Source: an optimization exercise on an open RTL-to-GDS flow (aim: small area). Production flows keep margins and buffers that such runs may drop. Only simulation tests tie the RTL to the original design; equivalence was not proved. Power figures rest on the tool's default switching activity, not on a simulated workload.

== try-zinc ==
==> flow/design.v (excerpt) <==
module top(
    input CLK               ,
    input RST_N             ,
    input  SCL              ,
    input  SDA              ,
    output SDA_OUT          ,
    output OUT_EN           ,
    input [7:0] RO_ONE      ,
    input [7:0] RO_TWO      ,
    output [31:0] EFUSE_OUT ,
    output [7:0] CTRL_ONE       ,
    output [7:0] CTRL_TWO       ,
    output [7:0] CTRL_THREE     ,
    output VDD5V                ,
    input  Q                    ,
    output PGENB                ,
    output STROBE               ,
    output NR                   ,
    output [31:0] WE
    );
    assign VDD5V = 1'b1;
    wire efuse_bypass     ;
    wire efuse_write      ;
    wire efuse_multiple_en ;
    wire [31:0] efuse_in  ;
    wire write              ;
    wire read               ;
    wire wr_done            ;
    wire rd_done            ;
    wire dshift             ;
    wire [31:0] data_in     ;
    wire rst_n_s            ;
    wire clk_div_r          ;
    clk_div u_clk_div(
  ...
Size: about 1200 cells after synthesis, about 190 flip-flops.
clock: 10.0 ns
lec_check: 0
abc_area: 1
cap_margin: 20
core_margin: 2
core_utilization: 40
slew_margin: 20
standard.sh (not shown) runs the stock make flow with config.mk's settings and CLKGATE_MAP_FILE= SYNTH_SCRIPT=/design/flow/synth_recipe.tcl, a recipe that flattens the netlist after the stock synthesis.
==> flow/flow/run.sh <==
#!/bin/bash
# The standard layout (standard.sh) with three changes:
#  - synthesis maps logic with an area-only ABC script (flow/abc_area2.script);
#    everything else in synthesis, flip-flop mapping included, is unchanged
#  - port buffers use buf_1
#  - the clock tree uses clkbuf_8 with larger sink clusters and no dummy loads
set -euo pipefail
here=$(pwd)
export MY_ABC_SCRIPT=$here/flow/abc_area2.script
export BUFFER_PORTS_ARGS="-buffer_cell sky130_fd_sc_hd__buf_1"
export CTS_ARGS="-sink_clustering_enable -repair_clock_nets -buf_list {sky130_fd_sc_hd__clkbuf_16} -sink_clustering_size 40 -sink_clustering_max_diameter 60 -dont_use_dummy_load"
sed "s|SYNTH_SCRIPT=[^ ]*|SYNTH_SCRIPT=$here/flow/my_synth.tcl|" standard.sh > my_standard.sh
grep -q "SYNTH_SCRIPT=$here/flow/my_synth.tcl" my_standard.sh
bash my_standard.sh > standard.log 2>&1
==> flow/flow/abc_area2.script <==
strash
dch
map -a
strash
dch
map -a
topo
==> flow/flow/my_synth.tcl <==
proc synth {args} { yosys synth -nofsm -noshare {*}$args }
proc abc {args} {
  if {[info exists ::env(MY_ABC_SCRIPT)]} {
    set i [lsearch -exact $args -script]
    if {$i >= 0} { set args [lreplace $args $i [expr {$i+1}] -script $::env(MY_ABC_SCRIPT)] }
  }
  puts "abc args: $args"
  yosys abc {*}$args
}
source $::env(SCRIPTS_DIR)/synth.tcl
# left out here: clear keep_hierarchy, flatten, clean up, hide names made inside functions, write 1_2_yosys.v
The following lists how try-onyx was set up differently from try-zinc:
--- a/flow/flow/run.sh
+++ b/flow/flow/run.sh
@@ -11 +11 @@
-export CTS_ARGS="-sink_clustering_enable -repair_clock_nets -buf_list {sky130_fd_sc_hd__clkbuf_16} -sink_clustering_size 40 -sink_clustering_max_diameter 60 -dont_use_dummy_load"
+export CTS_ARGS="-sink_clustering_enable -repair_clock_nets -buf_list {sky130_fd_sc_hd__clkbuf_8} -sink_clustering_size 16 -sink_clustering_max_diameter 60 -dont_use_dummy_load"
The overall fraction of global-route tracks in use on try-zinc is in line with that on try-onyx. try-onyx against try-zinc: leakage power lost about 2%, total internal power lost 0.15 mW, upper clock frequency limit lost about 1.1%, combinational share of power picked up an extra 1.4 points. Relative to try-zinc, the met3 routing resource usage after global routing of try-onyx is lower by 0.75 points. Comparing try-zinc against try-onyx, there is no change at all in depth of the CTS H-tree. Between try-zinc and try-onyx, the routed wire length does not differ in any meaningful way. try-onyx ends up with lower final design instance area without fill than try-zinc does. Between try-onyx and try-zinc, the register share of the cell area is higher for try-onyx.
Modified inputs, try-maple compared to try-onyx
--- a/flow/flow/run.sh
+++ b/flow/flow/run.sh
@@ -11 +11 @@
-export CTS_ARGS="-sink_clustering_enable -repair_clock_nets -buf_list {sky130_fd_sc_hd__clkbuf_8} -sink_clustering_size 16 -sink_clustering_max_diameter 60 -dont_use_dummy_load"
+export CTS_ARGS="-sink_clustering_enable -repair_clock_nets -buf_list {sky130_fd_sc_hd__clkbuf_8} -sink_clustering_size 20 -sink_clustering_max_diameter 45 -dont_use_dummy_load"
--- outcome ---
try-onyx and try-maple ended up with nearly the same overall die area. Reported for try-onyx and try-maple, number of instances in the synthesized netlist turned out identical to the last digit. On wire length on met3, try-onyx and try-maple are neck and neck. Any difference in transition time of the tightest slew-check pin between try-maple and try-onyx is small enough to ignore. Comparing try-onyx with try-maple, the proportion of power drawn by combinational gates came out essentially unchanged. Clock share of power delta (try-maple -> try-onyx): insignificant. try-onyx -> try-maple: post-layout worst setup margin delta 0, exact match. Per the comparison of try-maple with try-onyx, fraction of area in non-clock buffers level; number of pins with negative max-slew slack in the final report level. Delta (try-maple minus try-onyx): routed wire length roughly the same, global-route usage roughly the same.

separate check: timing with driven ports:
The results above use ideal ports. As a check the final layouts listed here were re-extracted and re-timed, cells and wires unchanged. Step 1 (the two cells are an assumption about what drives the block):
set clk [get_ports {CLK}]
set_driving_cell -lib_cell sky130_fd_sc_hd__clkbuf_16 $clk
set_driving_cell -lib_cell sky130_fd_sc_hd__buf_2 [delete_from_list [all_inputs] $clk]
Step 2 times the ports against the registers' clock, not the clock port: input delays grow and output delays shrink by t, the midpoint of the rising clock arrivals with the driver on. Three values: no drivers, after step 1, after step 2; two values: the first two.
| run | t, ns | setup slack, ns | hold slack, ns | worst setup path after step 2 |
|---|---|---|---|---|
| try-zinc | 0.483 | 6.185 / 6.136 / 6.370 | 0.346 / 0.346 / 0.346 | register to register |
| try-onyx | 0.510 | 6.141 / 6.097 / 6.321 | 0.350 / 0.350 / 0.350 | register to register |
| try-maple | 0.510 | 6.141 / 6.097 / 6.321 | 0.350 / 0.350 / 0.350 | register to register |
After both steps setup and hold are still met in every run listed.
